From an optimization exercise on the open Yosys and OpenROAD flow, aimed at small area; shortcuts taken in it are not production practice. In this exercise RTL edits were held to simulation tests only and were not proved equivalent to the original. No activity file was given, so power comes from the tool's default toggle rates.

==> design/flow/design.v <==
module router_fsm(input clock, resetn, pkt_valid, parity_done, soft_reset_0, soft_reset_1, soft_reset_2,
                        fifo_full, low_pkt_valid, fifo_empty_0, fifo_empty_1, fifo_empty_2,
                  input [1:0] data_in,
                  output busy, detect_add, ld_state, laf_state, full_state, write_enb_reg, rst_int_reg, lfd_state);
parameter Decode_Address = 3'b000, 
          Load_First_Data = 3'b001,
          Wait_Till_Empty = 3'b010,
          Load_Data = 3'b011,
          Check_Parity_Error = 3'b100,
          Load_Parity = 3'b101,
          Fifo_Full_State = 3'b110,
          Load_After_Full = 3'b111;
reg [2:0] state, next_state;
always @(posedge clock) begin
    if (!resetn) state <= Decode_Address;
    else if((soft_reset_0 && (data_in[1:0] == 0)) | (soft_reset_1 && (data_in[1:0] == 1)) | (soft_reset_2 && (data_in[1:0] == 2))) state <= Decode_Address;
    else state <= next_state; 
end
always @(*) begin
    case(state)
    Decode_Address : begin  
        if(pkt_valid & (data_in[1:0] == 0 & fifo_empty_0 | data_in[1:0] == 1 & fifo_empty_1 | data_in[1:0] == 2 & fifo_empty_2))
        begin
            next_state = Load_First_Data;
        end
        else if(pkt_valid & (data_in[1:0] == 0 & !fifo_empty_0 | data_in[1:0] == 1 & !fifo_empty_1 | data_in[1:0] == 2 & !fifo_empty_2))
        begin
            next_state = Wait_Till_Empty;
        end
        else next_state = Decode_Address;
    end
    Load_First_Data : next_state = Load_Data;  
    Wait_Till_Empty : begin  
        if( (fifo_empty_0 && (data_in[1:0] == 0)) || (fifo_empty_1 && (data_in[1:0] == 1)) || (fifo_empty_2 && (data_in[1:0] == 2)) ) begin
            next_state = Load_First_Data;
        end
        else next_state = Wait_Till_Empty;
    end
    Load_Data : begin  
        if(fifo_full) next_state = Fifo_Full_State;
        else if (!fifo_full & !pkt_valid) next_state = Load_Parity;
        else next_state = Load_Data;
    end
    Fifo_Full_State : begin  
        if(!fifo_full) next_state = Load_After_Full;
        else next_state = Fifo_Full_State;
    end
    Load_Parity : next_state = Check_Parity_Error;  
    Check_Parity_Error : begin  
        if(fifo_full) next_state= Fifo_Full_State;
        else next_state = Decode_Address;
    end
    Load_After_Full : begin  
        if (parity_done) next_state = Decode_Address;
        else if(low_pkt_valid) next_state = Load_Parity;
        else next_state = Load_Data;
    end
    endcase
end
assign detect_add = (state == Decode_Address);
assign lfd_state = (state == Load_First_Data);
assign busy = (state == Load_First_Data) || (state == Load_Parity) || (state == Fifo_Full_State) || (state == Load_After_Full) || (state == Wait_Till_Empty) || (state == Check_Parity_Error);
assign ld_state = (state == Load_Data)||(state == Load_Parity) ;
assign write_enb_reg = (state == Load_First_Data)|(state == Load_Data)||(state == Load_Parity);
assign full_state = (state == Fifo_Full_State);
assign laf_state = (state == Load_After_Full);  
assign rst_int_reg = (state == Check_Parity_Error);
endmodule
module router_reg(input clock, resetn, pkt_valid, fifo_full, rst_int_reg, detect_add, 
                        ld_state, laf_state, full_state, lfd_state, 
                  output reg parity_done, low_pkt_valid, err, 
                  input [7:0] data_in, output reg [7:0] dout);
reg [7:0] a,c,d,e;
reg [8:0] b [31:0];
reg [4:0] count_b,count_a ;
always@(posedge clock) begin
    if(!resetn) begin
        dout <= 8'd0;
        parity_done <= 1'b0;
        low_pkt_valid <= 1'b0;
        err <= 1'b0;
        count_b <= 0;
        count_a <= 0;
        c <= 8'd0;
        d <= 8'd0;
    end
    else begin
    parity_done <= ((ld_state & !fifo_full & !pkt_valid) | (laf_state & low_pkt_valid & !parity_done)) & !detect_add;
    low_pkt_valid <= (ld_state & !pkt_valid);
        if(pkt_valid) begin
            if(detect_add) begin
                dout <= data_in;
                c <= data_in;
            end
            else if(ld_state||lfd_state) begin
                if(full_state) begin
                    b[count_b] <= data_in;
                    count_b <= count_b + 1;
                end
                else if(!full_state) begin
                    if(laf_state) begin
                        dout <= b[count_a];
                        count_a <= count_a + 1;
                    end
                    else begin
                        c <= c^data_in;
                        dout <= data_in;
                    end
                end 
            end 
        end
        else begin
            d <= data_in;
            dout <= data_in;
        end
    end
err <= (c==d) ? 0 : 1 ;
end
endmodule
module router_sync(input detect_add, write_enb_reg, clock, resetn, 
                         read_enb_0, read_enb_1, read_enb_2,
                         empty_0, empty_1, empty_2, 
                         full_0, full_1, full_2, 
                   input [1:0] data_in,
                   output reg vld_out_0, vld_out_1, vld_out_2,
                   output reg soft_reset_0, soft_reset_1, soft_reset_2, 
                   output reg fifo_full,
                   output reg [2:0] write_enb);
reg [1:0] q;
reg [4:0] count0,count1,count2;
always@(posedge clock)begin
    if(detect_add) q <= data_in;
end
always@(*)begin
    vld_out_0 <= !empty_0;
    vld_out_1 <= !empty_1;
    vld_out_2 <= !empty_2;
    case(q)
    2'b00 : begin
            fifo_full = full_0;
            write_enb = {2'b00, write_enb_reg};
            end 
    2'b01 : begin
            fifo_full = full_1;
            write_enb = {1'b0, write_enb_reg,1'b0};
            end
    2'b10 : begin
            fifo_full = full_2;
            write_enb = {write_enb_reg, 2'b00};
            end
    default : begin
                fifo_full = 0;
                write_enb = 3'd0;
    end
    endcase
end
always@(posedge clock) begin
    if(!resetn)begin
        count0<=5'd0;
        count1<=5'd0;
        count2<=5'd0;
        soft_reset_0 <= 1'b0;
        soft_reset_1 <= 1'b0;
        soft_reset_2 <= 1'b0;
    end
    else begin
        soft_reset_0 <= 1'b0;
        soft_reset_1 <= 1'b0;
        soft_reset_2 <= 1'b0;
        if (vld_out_0 && !read_enb_0) begin
            if (count0 == 5'b11101) begin
                soft_reset_0 <= 1'b1;
                count0 <= 5'd0;
            end
            else count0 <= count0 + 1'b1;
        end
        else count0 <= 5'd0;
        if (vld_out_1 && !read_enb_1) begin
            if (count1 == 5'b11101) begin
                soft_reset_1 <= 1'b1;
                count1 <= 5'd0;
            end
            else count1 <= count1 + 1'b1;
        end
        else count1 <= 5'd0;
        if (vld_out_2 && !read_enb_2) begin
            if (count2 == 5'b11101) begin
                soft_reset_2 <= 1'b1;
                count2 <= 5'd0;
            end
            else count2 <= count2 + 1'b1;
        end
        else count2 <= 5'd0;
    end
end
endmodule
module router_fifo(input clock, resetn, write_enb, read_enb, soft_reset, lfd_state,
                   input [7:0] data_in, output full, empty, output [7:0] data_out);
reg [8:0] mem [0:15];
reg [3:0] rd_pointer, wr_pointer;
reg [8:0] packet_out;
wire [8:0]packet;
reg [6:0] length;
reg [4:0] status_count;
assign empty = (status_count == 0 ) ? 1'b1 : 1'b0 ;
assign full = (status_count == 5'd16) ? 1'b1 : 1'b0 ;
assign packet[7:0] = data_in[7:0];
assign packet[8] = lfd_state;
assign data_out = resetn ?  packet_out[7:0] : 8'd0;
always@(posedge clock) begin
    if(!resetn || soft_reset) status_count <= 5'd0;
    else if(full == 1'b0 && write_enb & empty == 1'b0 && read_enb) status_count <= status_count;
    else if (full == 1'b0 && write_enb) status_count <= status_count + 1'b1;
    else if(empty == 1'b0 && read_enb ) status_count <= status_count - 1'b1;
    else status_count <= status_count;
end
always@(posedge clock) begin
    if(!resetn || soft_reset) begin  
        wr_pointer <= 4'd0;
    end
    else if(full == 1'b0 && write_enb) begin  
            mem[wr_pointer[3:0]] <= packet;
            wr_pointer <= wr_pointer + 1'b1;
    end
end
always@(posedge clock) begin
    if(!resetn || soft_reset) begin  
        rd_pointer <= 4'd0;
        packet_out <= 9'd0;
    end
    else begin 
        if(empty == 1'b0 && read_enb ) begin  
                packet_out <= mem[rd_pointer[3:0]];
                rd_pointer <= rd_pointer + 1'b1;
        end
        if (length == 0 && (empty || !mem[rd_pointer[3:0]][8])) packet_out <= 9'd0;
    end
end
always@(posedge clock)begin
    if (!resetn || soft_reset) begin
        length <= 0;
    end
    else if(empty == 1'b0 && read_enb ) begin
        if(mem[rd_pointer[3:0]][8])begin
                length <= mem[rd_pointer[3:0]][7:2] + 1'b1;
        end
        else if (length != 0)  begin
                length <= length - 1'b1;
        end
    end
end
endmodule
module router_top(input clock, resetn, read_enb_0, read_enb_1, read_enb_2, pkt_valid,
                  input [7:0] data_in, output [7:0] data_out_0, data_out_1, data_out_2,
                  output valid_out_0, valid_out_1, valid_out_2, error, busy);
wire parity_done,detect_add;
wire ld_state, laf_state, full_state, write_enb_reg, rst_int_reg, lfd_state;
wire [2:0] fifo_empty, full,w_enb, write_enb, soft_reset_temp;
wire fifo_full,low_pkt_valid,soft_reset_0,soft_reset_1,soft_reset_2;
wire [7:0] dout;
wire read_enb_temp[2:0];
wire [7:0] data_out_temp[2:0];
assign soft_reset_temp[0] = soft_reset_0;
assign soft_reset_temp[1] = soft_reset_1;
assign soft_reset_temp[2] = soft_reset_2;
assign read_enb_temp[0] = read_enb_0;
assign read_enb_temp[1] = read_enb_1;
assign read_enb_temp[2] = read_enb_2;
assign data_out_0 = data_out_temp[0];
assign data_out_1 = data_out_temp[1];
assign data_out_2 = data_out_temp[2];
router_fsm dut1(.clock(clock),
                .resetn(resetn),
                .pkt_valid(pkt_valid),
                .parity_done(parity_done),
                .soft_reset_0(soft_reset_0),
                .soft_reset_1(soft_reset_1),
                .soft_reset_2(soft_reset_2),
                .fifo_full(fifo_full),
                .low_pkt_valid(low_pkt_valid),
                .fifo_empty_0(fifo_empty[0]),
                .fifo_empty_1(fifo_empty[1]),
                .fifo_empty_2(fifo_empty[2]),
                .data_in(data_in[1:0]),
                .busy(busy),
                .detect_add(detect_add),
                .ld_state(ld_state),
                .laf_state(laf_state),
                .full_state(full_state),
                .write_enb_reg(write_enb_reg),
                .rst_int_reg(rst_int_reg),
                .lfd_state(lfd_state));
router_reg dut2(.clock(clock),
                .resetn(resetn),
                .pkt_valid(pkt_valid),
                .fifo_full(fifo_full),
                .detect_add(detect_add),
                .ld_state(ld_state),
                .laf_state(laf_state),
                .full_state(full_state),
                .rst_int_reg(rst_int_reg),
                .lfd_state(lfd_state),
                .parity_done(parity_done),
                .low_pkt_valid(low_pkt_valid),
                .err(error),
                .data_in(data_in),
                .dout(dout));
router_sync dut3(.clock(clock),
                .resetn(resetn),
                .detect_add(detect_add),
                .read_enb_0(read_enb_0),
                .read_enb_1(read_enb_1),
                .read_enb_2(read_enb_2),
                .write_enb_reg(write_enb_reg),
                .empty_0(fifo_empty[0]),
                .empty_1(fifo_empty[1]),
                .empty_2(fifo_empty[2]),
                .full_0(full[0]),
                .full_1(full[1]),
                .full_2(full[2]),
                .data_in(data_in[1:0]),
                .vld_out_0(valid_out_0),
                .vld_out_1(valid_out_1),
                .vld_out_2(valid_out_2),
                .soft_reset_0(soft_reset_0),
                .soft_reset_1(soft_reset_1),
                .soft_reset_2(soft_reset_2),
                .fifo_full(fifo_full),
                .write_enb(w_enb));
genvar x;
generate for (x= 0 ; x<3 ; x = x+1)
begin:fifo
	router_fifo f(.clock(clock),
                  .resetn(resetn), 
                  .soft_reset(soft_reset_temp[x]),
	              .lfd_state(lfd_state),
                  .write_enb(w_enb[x]),
                  .data_in(dout), 
                  .read_enb(read_enb_temp[x]),
	              .full(full[x]), 
                  .empty(fifo_empty[x]), 
                  .data_out(data_out_temp[x]));
end
endgenerate	
endmodule
==> design/flow/run.sh <==
#!/bin/bash
# synth_recipe.tcl (not shown) runs the flow's synth.tcl, then flattens the netlist and writes it again
# the make line also repeats each setting of config.mk as NAME=value (left out here)
make -C /OpenROAD-flow-scripts/flow DESIGN_CONFIG=/design/flow/config.mk WORK_HOME=/design/flow/orfs CLKGATE_MAP_FILE= SYNTH_SCRIPT=/design/flow/synth_recipe.tcl finish
==> design/flow/config.mk <==
export PLATFORM = sky130hd
export DESIGN_NAME = router_top
export DESIGN_NICKNAME = router_top
export VERILOG_FILES = /design/flow/design.v
export SDC_FILE = /design/flow/constraint.sdc
export NUM_CORES = 4
export LEC_CHECK = 0
export CAP_MARGIN = 20
export CORE_MARGIN = 2
export CORE_UTILIZATION = 40
export SLEW_MARGIN = 20
==> design/flow/constraint.sdc <==
create_clock -name core_clock -period 5.0 [get_ports {clock}]
set_input_delay 1.0000 -clock core_clock [delete_from_list [all_inputs] [get_ports {clock}]]
set_output_delay 1.0000 -clock core_clock [all_outputs]
set_load 0.01 [all_outputs]
==> impl_metrics.py <==
metrics = {
    "status": {
        "status": "timing/DRC/antenna clean",
    },
    "detailed_routing": {
        "vias": 13500,
        "routedWlPerCell_um": 21.7,
        "drc_errors": 0,
        "ant_nets": 0,
        "first_pass_iters": 7,
        "viasPerCell": 5.50,
        "postRouteWirelength_mm": 53.1,
        "drtIter0Drc": 1096,
    },
    "critical_path": {
        "startpoint_type": "flip-flop",
        "crit_required_ns": 5.52,
        "critPathCaptureType": "flip-flop",
        "critPathMaxFanout": 14,
        "arrival_ns": 4.32,
        "critPathKind": "flip-flop to flip-flop",
        "cp-startpoint": "dut1.state[0]$_SDFF_PP0_",
        "worstReg2RegStart": "dut1.state[0]$_SDFF_PP0_",
    },
    "hold_path": {
        "hold_start": "fifo[2].f.packet_out[4]$_SDFFE_PP0P_",
        "hold_class": "flip-flop to flip-flop",
    },
    "layout": {
        "layout.nets": 1686,
        "drive_above_1_share": 0.144,
        "nFillCells": 5095,
        "area_growth_pct": 13.9,
        "mostFrequentLayoutCells": "edfxtp_1 (434), nor2_1 (139), nand2_1 (138)",
        "diodes": 0,
        "final_common_cell": "edfxtp_1",
    },
    "sta": {
        "grt_setup_unrepaired": "false",
        "max_freq_mhz": 263,
        "finalCritPeriodShare": 0.760,
        "setup_viol": 0,
        "setup_ws_ns": 1.20,
        "skew_ns": 0.0203,
        "fin_setup_tns_ns": 0,
        "hold_viol_final": 0,
        "worst_pin_slew_ns": 1.12,
        "slew_headroom": 0.249,
        "drv_slew": 0,
        "period_needed_ns": 3.80,
    },
    "pwr": {
        "vdd_ir_drop_max_uv": 353,
        "powerDensity_nw_per_um2": 511,
        "p_leak_nw": 9.04,
        "p_total_w": 0.0139,
    },
    "global_route": {
        "grt_max_degree": 50,
        "grt_pass1_vias": 13700,
        "track_usage": 0.171,
        "antenna_found_initial": 3,
        "gr-total-overflow": 0,
        "grt_pass1_wl_mm": 81.4,
    },
    "die": {
        "core_region_area_sq_um": 59000,
        "initial_core_util": 0.405,
        "ios": 43,
        "die-area_sq_um": 61800,
        "dieHeight_um": 249,
        "fp.dieW_um": 249,
        "num_rows": 89,
    },
    "placed_design": {
        "post-place-ws_ns": 1.33,
        "gp_congestion": 0.833,
        "port_buffers": 42,
        "dp_hpwl_mm": 33.9,
    },
    "synth": {
        "netlist.top_cell.by_area": "edfxtp_1",
        "async_flop_share": 0,
        "synth_edf_count": 434,
        "ys_ff_latch": 578,
        "syn_inst": 1566,
        "avgSynthCellArea_sq_um": 15.3,
        "synth_seq_area_share": 0.666,
        "netlist_area_sq_um": 23900,
        "syn_nets": 1622,
        "synth_top_area_share": 0.545,
        "synth_cell_types": 73,
        "synth.area.top_cells": "edfxtp_1 (54%), dfxtp_1 (12%), mux4_2 (7.9%), mux4_1 (3.6%), nor2_1 (2.2%)",
        "synth-main-ff-cell": "edfxtp_1",
        "synth_warnings": 5,
    },
    "clock_tree": {
        "clk_path_buf_depth": 3,
        "cts.sinks": 578,
        "cts_tree": "yes",
        "clockRootBuffer": "clkbuf_16",
        "clock_latency_ns": 0.61,
        "h-tree-depth": 2,
        "cts_hold_buf": 0,
        "clk_pin_slew_ns": 0.06,
        "cts_setup_buffers": 0,
        "cts-resized-gates": 0,
        "numCtsBuffers": 58,
    },
    "flow_run": {
        "max-cap-violations": 0,
    },
}
## layer usage
metal / track usage / share of wire
met2: 0.283 / 0.49
met4: 0.0707 / 0.035
met3: 0.0323 / 0.056
met5: 0 / 0.00013
met1: 0.221 / 0.42
## stage by stage
step / std cells / hold slack [ns] / cell area [sq um] / util
after floorplan: 1566 / 0.432 / 23900 / -
after global placement: 2343 / 0.441 / 25200 / 0.426
after detailed placement: 2343 / 0.445 / 25200 / 0.426
after CTS: 2451 / 0.453 / 27200 / 0.461
after global routing: 2451 / 0.466 / 27200 / 0.462
final: 2451 / 0.451 / 27200 / 0.462
## state kept, by name, summed over array words and instances (netlist names), 2 cells and up, named ones only
name                 cells
fifo.f.mem             432
fifo.f.packet_out       24
fifo.f.length           21
fifo.f.status_count     15
fifo.f.rd_pointer       12
fifo.f.wr_pointer       12
dut2.c                   8
dut2.d                   8
dut2.dout                8
dut3.count0              5
dut3.count1              5
dut3.count2              5
dut1.state               3
dut3.q                   2
## synth_stat cells, types with 8 or more instances
cell type  number
edfxtp_1      434
dfxtp_1       144
nor2_1        139
nand2_1       138
mux4_2         84
a21oi_1        54
nand3_1        40
xor2_1         40
ha_1           39
and2_1         36
inv_1          36
a22oi_1        33
mux4_1         33
clkbuf_1       31
xnor2_1        27
mux2i_1        22
nor3_1         20
buf_2          17
o21ai_0        17
a31oi_1        15
nor4_1         15
nand4_1        14
a21o_1         12
buf_6           8
o211ai_1        8
or3_1           8
## final timing paths
check                                                 to  slack [ns]  cells after the start
setup / recovery  fifo[1].f.status_count[4]$_SDFFE_PP0P_        1.20                      9
hold / removal      fifo[2].f.packet_out[4]$_SDFFE_PP0P_        0.45                      2
setup reg to reg  fifo[1].f.status_count[4]$_SDFFE_PP0P_        1.20                      9
hold reg to reg     fifo[2].f.packet_out[4]$_SDFFE_PP0P_        0.45                      2
## cell type report
cell class	count	area, sq um	share of cell area
flip-flops and latches	578	15900	0.585
multi-input cells	884	7480	0.275
clock buffers	66	1500	0.0551
well taps	773	967	0.0355
repair buffers	71	633	0.0232
clock inverters	42	577	0.0212
inverters	37	139	0.00510
## cells by family (layout without fill, tap and decap cells)
kind of cell | after synthesis | in the layout | synth area share
AOI/OAI and AO/OA | 182 | 182 | 0.0504
xor gates and xnor gates | 67 | 67 | 0.0245
adders and majority gates | 42 | 42 | 0.0229
buffers and inverters | 104 | 216 | 0.0221
DFF | 578 | 578 | 0.666
muxes | 146 | 146 | 0.128
and+or+nand+nor | 447 | 447 | 0.0865
## worst max-delay path: stages, from the launching register on
cell and delay [ns]:
dfxtp_1 0.59, a21bo_2 0.32, a2111oi_2 1.00, inv_1 0.30, fa_1 0.50, a21o_1 0.18
a21o_1 0.18, or3_1 0.32, and3_1 0.18, nor3_1 0.15
## power by group
group | switching, W | total, W | leakage, nW | internal (W)
logic | 0.00168 | 0.00311 | 2.87 | 0.00143
clock network | 0.00181 | 0.00469 | 1.01 | 0.00288
registers | 0.000571 | 0.00613 | 5.15 | 0.00556
total | 0.00406 | 0.0139 | 9.04 | 0.00987

re-timing with driven ports:
The flow's constraints put no driver on any port. The routed layout listed below was extracted and timed again, unchanged, in two steps. Step 1, drivers: a clkbuf_16 drives clock and a buf_2 each remaining input, both assumed. Step 2 moves the port delays by t, midway between the first and last clock arrival at a register: inputs arrive t later, outputs are due t later. That takes back most of the time a late clock gives input paths. Three values: ideal, step 1, step 2; two values: the first two.
shift t [ns]: 0.659
slack for setup (ns): 1.198 / 1.198 / 1.198
worst setup path after step 2: register to register
latest minus earliest clock arrival (ns): 0.023 / 0.023
slew at the worst register clock pin (ns): 0.06 / 0.06
After both steps this run still meets setup and hold. The setup slack of this run moves by 0.000 ns with the drivers and by 0.000 ns with both steps.
